Source: an optimization exercise on an open RTL-to-GDS flow (aim: small area). Production flows keep margins and buffers that such runs may drop.
In this exercise RTL edits were held to simulation tests only and were not proved equivalent to the original.
The clock port is modelled as an ideal driver, which makes a skipped or thinned clock tree look cheaper than it is; a real chip needs a root buffer or a tree.
No activity file was given, so power comes from the tool's default toggle rates.

==> job 1820: inputs <==
==> flow/design.v <==
`timescale 1ns/10ps
module lab4(clk_50M,reset_n,write,write_control,write_address,write_data,write_complete,i2c_sda_o,i2c_sda_oe,i2c_scl);
	input clk_50M,reset_n,write;
	input [7:0] write_control;
	input [7:0] write_data;
	input [15:0] write_address;
	output write_complete;
	output i2c_scl;
	output i2c_sda_o;
	output i2c_sda_oe;
	reg write_d1;
	reg write_d2;
	reg idle;
	reg [11:0] cs;
	reg [1:0] q;
	reg [3:0] j;
	reg [1:0] g;
	wire busy = ~idle;
	wire tc = cs[11] & cs[10] & cs[9] & ~cs[8] & ~cs[7] & ~cs[5] & cs[4] & cs[2] & cs[1] & ~cs[0];
	wire load = idle | tc;
	wire adv = tc & q[1] & ~q[0];
	wire g3 = g[1] & ~g[0];
	wire tostop = j[3] & ~j[0] & g3;
	wire done = j[3] & j[0] & ~g[1] & ~g[0] & q[1] & q[0] & tc;
	always @(posedge clk_50M or negedge reset_n)
		if (!reset_n) begin
			write_d1 <= 1'b0;
			idle <= 1'b1;
		end else begin
			write_d1 <= write;
			idle <= idle ? ~(write_d1 & ~write_d2) : done;
		end
	always @(posedge clk_50M)
		write_d2 <= write_d1;
	always @(posedge clk_50M) begin
		cs[11] <= ~(idle | (~tc & cs[10]));
		cs[10] <= ~(busy & (tc | cs[9]));
		cs[9] <= ~(~load & cs[8]);
		cs[8] <= ~(load | cs[7]);
		cs[7] <= ~(~load & cs[6]);
		cs[6] <= ~(load | cs[5]);
		cs[5] <= ~(~load & cs[4]);
		cs[4] <= ~(load | cs[3]);
		cs[3] <= ~(~load & cs[2]);
		cs[2] <= ~(load | cs[1]);
		cs[1] <= ~(~load & cs[0]);
		cs[0] <= busy & (tc ? q[0] : cs[11] ^ cs[0]);
		if (idle)
			q <= 2'b01;
		else if (tc)
			q <= {q[0], ~q[1]};
		if (idle) begin
			j <= 4'b1111;
			g <= 2'b10;
		end else if (adv) begin
			j[0] <= ~j[0] & (~j[3] | g3);
			j[1] <= (j[1] ^ j[0]) | tostop;
			j[2] <= (j[2] ^ (j[1] & j[0])) | tostop;
			j[3] <= (~j[3] & j[2] & j[1] & j[0]) | tostop;
			if (j[3])
				g <= {g[0], ~g[1]};
		end
	end
	wire [31:0] dv = {
		write_address[0], write_address[1], write_address[2], write_address[3],
		write_address[4], write_address[5], write_address[6], write_address[7],
		write_data[0], write_data[1], write_data[2], write_data[3],
		write_data[4], write_data[5], write_data[6], write_data[7],
		write_address[8], write_address[9], write_address[10], write_address[11],
		write_address[12], write_address[13], write_address[14], j[3],
		write_control[0], write_control[1], write_control[2], write_control[3],
		write_control[4], write_control[5], write_control[6], write_control[7]};
	wire [7:0] m1;
	wire [1:0] m2;
	genvar k;
	generate for (k = 0; k < 8; k = k + 1) begin : l1
		lab4_mux4 u (.s(j[1:0]), .d(dv[4*k+3:4*k]), .y(m1[k]));
	end endgenerate
	lab4_mux4 u20 (.s({g[0], j[2]}), .d(m1[3:0]), .y(m2[0]));
	lab4_mux4 u21 (.s({g[0], j[2]}), .d(m1[7:4]), .y(m2[1]));
	wire bit_v = g[1] ? m2[1] : m2[0];
	assign write_complete = idle;
	assign i2c_scl = idle | q[0];
	assign i2c_sda_o = idle | (~j[3] & bit_v);
	assign i2c_sda_oe = idle | ~j[3] | j[0] | (g3 & q[1] & ~q[0]);
endmodule
module lab4_mux4(s, d, y);
	input [1:0] s;
	input [3:0] d;
	output y;
	assign y = d[s];
endmodule
==> flow/flow/run.sh <==
#!/bin/bash
# Standard ORFS layout (standard.sh), with these changes:
#  - synthesis maps logic with an area-oriented ABC script (flow/abc_area.script)
#    in place of ORFS's abc_speed.script;
#  - port buffers are sky130_fd_sc_hd__buf_1;
#  - the clock tree is a single clkbuf_8 at the centre of the registers
#    (flow/cts.tcl in place of ORFS's cts.tcl; everything else in it unchanged).
set -euo pipefail
D=$(pwd)
mkdir -p "$D/scripts"
for f in "$FLOW_HOME"/scripts/*; do ln -sf "$f" "$D/scripts/"; done
rm -f "$D/scripts/abc_speed.script" "$D/scripts/cts.tcl"
cp "$D/flow/abc_area.script" "$D/scripts/abc_speed.script"
cp "$D/flow/cts.tcl" "$D/scripts/cts.tcl"
export SCRIPTS_DIR="$D/scripts"
export BUFFER_PORTS_ARGS="-buffer_cell sky130_fd_sc_hd__buf_1"
export CLOCK_PORT_NAME=clk_50M
export CLOCK_BUFFER_CELL=sky130_fd_sc_hd__clkbuf_8
bash standard.sh finish > "$D/standard.log" 2>&1
==> flow/flow/abc_area.script <==
&get -n
&st
&dc2
&dch -f
&nf -R 1000 -p -C 32 -F 8 -A 8
&put
==> flow/flow/cts.tcl <==
utl::set_metrics_stage "cts__{}"
source $::env(SCRIPTS_DIR)/load.tcl
source $::env(SCRIPTS_DIR)/lec_check.tcl
erase_non_stage_variables cts
load_design 3_place.odb 3_place.sdc
source_step_tcl PRE CTS

# Clone clock tree inverters next to register loads
# so cts does not try to buffer the inverted clocks.
repair_clock_inverters

proc save_progress { stage } {
  puts "Run 'make gui_$stage.odb' to load progress snapshot"
  orfs_write_db $::env(RESULTS_DIR)/$stage.odb
  orfs_write_sdc $::env(RESULTS_DIR)/$stage.sdc
}

# Clock tree: one clock buffer, placed at the centre of the registers, drives
# every register clock pin.
set_dont_use $::env(DONT_USE_CELLS)
set sx 0
set sy 0
set n 0
foreach inst [[ord::get_db_block] getInsts] {
  if { [[$inst getMaster] isSequential] } {
    set box [$inst getBBox]
    set sx [expr { $sx + ([$box xMin] + [$box xMax]) / 2.0 }]
    set sy [expr { $sy + ([$box yMin] + [$box yMax]) / 2.0 }]
    incr n
  }
}
set dbu [[ord::get_db_tech] getDbUnitsPerMicron]
set cx [expr { $sx / $n / $dbu }]
set cy [expr { $sy / $n / $dbu }]
set clk_port [lindex [get_ports $::env(CLOCK_PORT_NAME)] 0]
set clk_net [get_nets -of_objects $clk_port]
log_cmd insert_buffer -buffer_cell $::env(CLOCK_BUFFER_CELL) -net $clk_net \
  -location [list $cx $cy] -buffer_name clkbuf_0_clk -net_name clknet_0_clk
global_connect
set_propagated_clock [all_clocks]

utl::push_metrics_stage "cts__{}__pre_repair_timing"
log_cmd estimate_parasitics -placement
if { $::env(DETAILED_METRICS) } {
  report_metrics 4 "cts pre-repair-timing"
}
utl::pop_metrics_stage

set_placement_padding -global \
  -left $::env(CELL_PAD_IN_SITES_DETAIL_PLACEMENT) \
  -right $::env(CELL_PAD_IN_SITES_DETAIL_PLACEMENT)

set result [catch { detailed_placement } msg]
if { $result != 0 } {
  save_progress 4_1_error
  error "Detailed placement failed in CTS: $msg"
}

log_cmd estimate_parasitics -placement

if { $::env(CTS_SNAPSHOTS) } {
  save_progress 4_1_pre_repair_hold_setup
}

if { !$::env(SKIP_CTS_REPAIR_TIMING) } {
  if { $::env(EQUIVALENCE_CHECK) } {
    write_eqy_verilog 4_before_rsz.v
  }
  if { $::env(LEC_CHECK) } {
    write_lec_verilog 4_before_rsz_lec.v
  }

  repair_timing_helper

  if { $::env(EQUIVALENCE_CHECK) } {
    run_equivalence_test
  }
  if { $::env(LEC_CHECK) } {
    write_lec_verilog 4_after_rsz_lec.v
    run_lec_test 4_rsz 4_before_rsz_lec.v 4_after_rsz_lec.v
  }

  set result [catch { detailed_placement } msg]
  if { $result != 0 } {
    save_progress 4_1_error
    error "Detailed placement failed in CTS: $msg"
  }

  check_placement -verbose
}

report_metrics 4 "cts final"

source_step_tcl POST CTS

orfs_write_db $::env(RESULTS_DIR)/4_1_cts.odb
orfs_write_sdc $::env(RESULTS_DIR)/4_cts.sdc
==> flow/standard.sh <==
#!/bin/bash
# synth_recipe.tcl (not shown) runs the flow's synth.tcl, then flattens the netlist and writes it again
# the make line also repeats each setting of config.mk as NAME=value (left out here)
make -C /OpenROAD-flow-scripts/flow DESIGN_CONFIG=/design/flow/config.mk WORK_HOME=/design/flow/orfs CLKGATE_MAP_FILE= SYNTH_SCRIPT=/design/flow/synth_recipe.tcl "${@:-finish}"
==> flow/config.mk <==
export PLATFORM = sky130hd
export DESIGN_NAME = lab4
export DESIGN_NICKNAME = lab4
export VERILOG_FILES = /design/flow/design.v
export SDC_FILE = /design/flow/constraint.sdc
export NUM_CORES = 4
export LEC_CHECK = 0
export CAP_MARGIN = 20
export CORE_AREA = 2 2 68 68
export DIE_AREA = 0 0 70 70
export PLACE_DENSITY = 0.9
export SLEW_MARGIN = 20
export SYNTH_HIERARCHICAL = 1
export SYNTH_MINIMUM_KEEP_SIZE = 0
==> flow/constraint.sdc <==
create_clock -name core_clock -period 20.0 [get_ports {clk_50M}]
set_input_delay 4.0000 -clock core_clock [delete_from_list [all_inputs] [get_ports {clk_50M}]]
set_output_delay 4.0000 -clock core_clock [all_outputs]
set_load 0.01 [all_outputs]
==> job 4341 (differences from job 1820) <==
==> flow/flow/run.sh (replaced) <==
#!/bin/bash
# Standard ORFS layout (standard.sh), with these changes:
#  - synthesis maps logic with an area-oriented ABC script (flow/abc_area.script)
#    in place of ORFS's abc_speed.script;
#  - port buffers are sky130_fd_sc_hd__buf_1;
#  - CTS adds no dummy load cells.
set -euo pipefail
D=$(pwd)
mkdir -p "$D/scripts"
for f in "$FLOW_HOME"/scripts/*; do ln -sf "$f" "$D/scripts/"; done
rm -f "$D/scripts/abc_speed.script"
cp "$D/flow/abc_area.script" "$D/scripts/abc_speed.script"
export SCRIPTS_DIR="$D/scripts"
export BUFFER_PORTS_ARGS="-buffer_cell sky130_fd_sc_hd__buf_1"
export CTS_ARGS="-sink_clustering_enable -repair_clock_nets -dont_use_dummy_load"
bash standard.sh finish > "$D/standard.log" 2>&1
removed: flow/flow/cts.tcl
==> job 8885 (differences from job 1820) <==
--- a/flow/flow/run.sh
+++ b/flow/flow/run.sh
@@ -3,7 +3,7 @@
 #  - synthesis maps logic with an area-oriented ABC script (flow/abc_area.script)
 #    in place of ORFS's abc_speed.script;
 #  - port buffers are sky130_fd_sc_hd__buf_1;
-#  - the clock tree is a single clkbuf_8 at the centre of the registers
+#  - the clock tree is two clkbuf_4, each driving half of the registers
 #    (flow/cts.tcl in place of ORFS's cts.tcl; everything else in it unchanged).
 set -euo pipefail
 D=$(pwd)
@@ -15,5 +15,5 @@
 export SCRIPTS_DIR="$D/scripts"
 export BUFFER_PORTS_ARGS="-buffer_cell sky130_fd_sc_hd__buf_1"
 export CLOCK_PORT_NAME=clk_50M
-export CLOCK_BUFFER_CELL=sky130_fd_sc_hd__clkbuf_8
+export CLOCK_BUFFER_CELL=sky130_fd_sc_hd__clkbuf_4
 bash standard.sh finish > "$D/standard.log" 2>&1
--- a/flow/flow/cts.tcl
+++ b/flow/flow/cts.tcl
@@ -15,27 +15,45 @@
   orfs_write_sdc $::env(RESULTS_DIR)/$stage.sdc
 }
 
-# Clock tree: one clock buffer, placed at the centre of the registers, drives
-# every register clock pin.
+# Clock tree: the registers are split into two halves by position, and each
+# half is driven by its own clock buffer, placed at the centre of its registers.
+# The clock port drives only these buffers.
 set_dont_use $::env(DONT_USE_CELLS)
-set sx 0
-set sy 0
-set n 0
-foreach inst [[ord::get_db_block] getInsts] {
+set block [ord::get_db_block]
+set clk_net [$block findNet $::env(CLOCK_PORT_NAME)]
+set regs {}
+foreach inst [$block getInsts] {
   if { [[$inst getMaster] isSequential] } {
     set box [$inst getBBox]
-    set sx [expr { $sx + ([$box xMin] + [$box xMax]) / 2.0 }]
-    set sy [expr { $sy + ([$box yMin] + [$box yMax]) / 2.0 }]
-    incr n
+    lappend regs [list [expr { ([$box xMin] + [$box xMax]) / 2 }] \
+      [expr { ([$box yMin] + [$box yMax]) / 2 }] $inst]
   }
 }
-set dbu [[ord::get_db_tech] getDbUnitsPerMicron]
-set cx [expr { $sx / $n / $dbu }]
-set cy [expr { $sy / $n / $dbu }]
-set clk_port [lindex [get_ports $::env(CLOCK_PORT_NAME)] 0]
-set clk_net [get_nets -of_objects $clk_port]
-log_cmd insert_buffer -buffer_cell $::env(CLOCK_BUFFER_CELL) -net $clk_net \
-  -location [list $cx $cy] -buffer_name clkbuf_0_clk -net_name clknet_0_clk
+set regs [lsort -integer -index 0 $regs]
+set half [expr { [llength $regs] / 2 }]
+set groups [list [lrange $regs 0 [expr { $half - 1 }]] [lrange $regs $half end]]
+set master [[ord::get_db] findMaster $::env(CLOCK_BUFFER_CELL)]
+set k 0
+foreach group $groups {
+  set buf [odb::dbInst_create $block $master clkbuf_$k]
+  set net [odb::dbNet_create $block clknet_$k]
+  $net setSigType CLOCK
+  [$buf findITerm A] connect $clk_net
+  [$buf findITerm X] connect $net
+  set sx 0
+  set sy 0
+  foreach r $group {
+    set sx [expr { $sx + [lindex $r 0] }]
+    set sy [expr { $sy + [lindex $r 1] }]
+    set iterm [[lindex $r 2] findITerm CLK]
+    $iterm disconnect
+    $iterm connect $net
+  }
+  set n [llength $group]
+  $buf setLocation [expr { $sx / $n }] [expr { $sy / $n }]
+  $buf setPlacementStatus PLACED
+  incr k
+}
 global_connect
 set_propagated_clock [all_clocks]
 
==> summary.txt <==
- Job 8885 completed without violations. Job 1820 failed in clock tree synthesis. Job 4341 finished clean.
- Against job 4341, the design area of job 8885 is smaller by 2.1%.
- Synthesized cell count is the same in job 8885 and job 1820.
- In job 4341 the setup slack is lower than in job 8885, by 1.6 ps.
- Combinational power is about the same in job 4341 and job 8885.
- Between job 4341 and job 8885, the lower global-route usage is in job 8885 (gap 0.82 points).
- Synthesized area is the same in job 1820 and job 8885.
- In sequential cell count, job 8885 and job 4341 do not differ.
- Clock skew: job 4341 is lower than job 8885 (6.7 ps).
==> figures <==
Detailed-route vias per instance: job 1820 -; job 4341 4.694; job 8885 4.676
Gr usage total: job 1820 -; job 4341 0.09570; job 8885 0.08752
Hold Path Class: job 1820 -; job 4341 reg -> reg; job 8885 reg -> reg
Post-cts resize count: job 1820 -; job 4341 0; job 8885 0
Worst clock skew: job 1820 -; job 4341 5.889 ps; job 8885 12.57 ps
Antenna viol nets, final: job 1820 -; job 4341 0; job 8885 0
Slowest stage delay, CP: job 1820 -; job 4341 460 ps; job 8885 460 ps
Areal power density over the cells: job 1820 -; job 4341 61.60 nW/um^2; job 8885 53.86 nW/um^2
Startpoint type of the worst setup path: job 1820 -; job 4341 input port; job 8885 input port
GRT overflow: job 1820 -; job 4341 0; job 8885 0
Post-layout utilization of the core: job 1820 -; job 4341 0.2943; job 8885 0.2881
Most common library cell in the layout ignoring fill and taps: job 1820 -; job 4341 sky130_fd_sc_hd__buf_1; job 8885 sky130_fd_sc_hd__buf_1
Period utilization: job 1820 -; job 4341 0.4675; job 8885 0.4675
Layout Cell Area excl Fill: job 1820 -; job 4341 1255 um^2; job 8885 1229 um^2
Status: job 1820 stopped before the end; job 4341 timing/DRC/antenna clean; job 8885 timing/DRC/antenna clean
Failing step: job 1820 clock tree synthesis; job 4341 -; job 8885 -
Clk pwr share: job 1820 -; job 4341 0.348; job 8885 0.238
Power attributed to the clock group: job 1820 -; job 4341 26.9 uW; job 8885 15.7 uW
Sequential logic power: job 1820 -; job 4341 46.1 uW; job 8885 46.1 uW
In job 8885 the design's own scripts or RTL, not TritonCTS, make the clock network.

-- what the ideal ports hide --
How much do the figures lean on ideal ports? The routed layouts below were timed once more, with nothing changed but the port constraints. Step 1 (the two cells are an assumption about what drives the block):
set clk [get_ports {clk_50M}]
set_driving_cell -lib_cell sky130_fd_sc_hd__clkbuf_16 $clk
set_driving_cell -lib_cell sky130_fd_sc_hd__buf_2 [delete_from_list [all_inputs] $clk]
Step 2, shift: input delay + t, output delay - t, t = (earliest + latest rising clock arrival at the registers) / 2. This alone moves slack from input paths to output paths. Slacks: ideal ports / drivers / drivers and shift; pairs: ideal ports / drivers.
| run | t (ns) | slack for setup (ns) | worst setup path after step 2 | latest minus earliest clock arrival (ns) | pins driven straight from the clock port |
|---|---|---|---|---|---|
| job 4341 | 0.281 | 10.649 / 10.629 / 10.629 | input to output | 0.006 / 0.006 | 1 |
| job 8885 | 0.194 | 10.651 / 10.627 / 10.627 | input to output | 0.012 / 0.012 | 2 |
After both steps every run listed still meets setup and hold. For job 8885, which loses most, drivers alone change the setup slack by -0.024 ns; drivers and shift together by -0.024 ns.
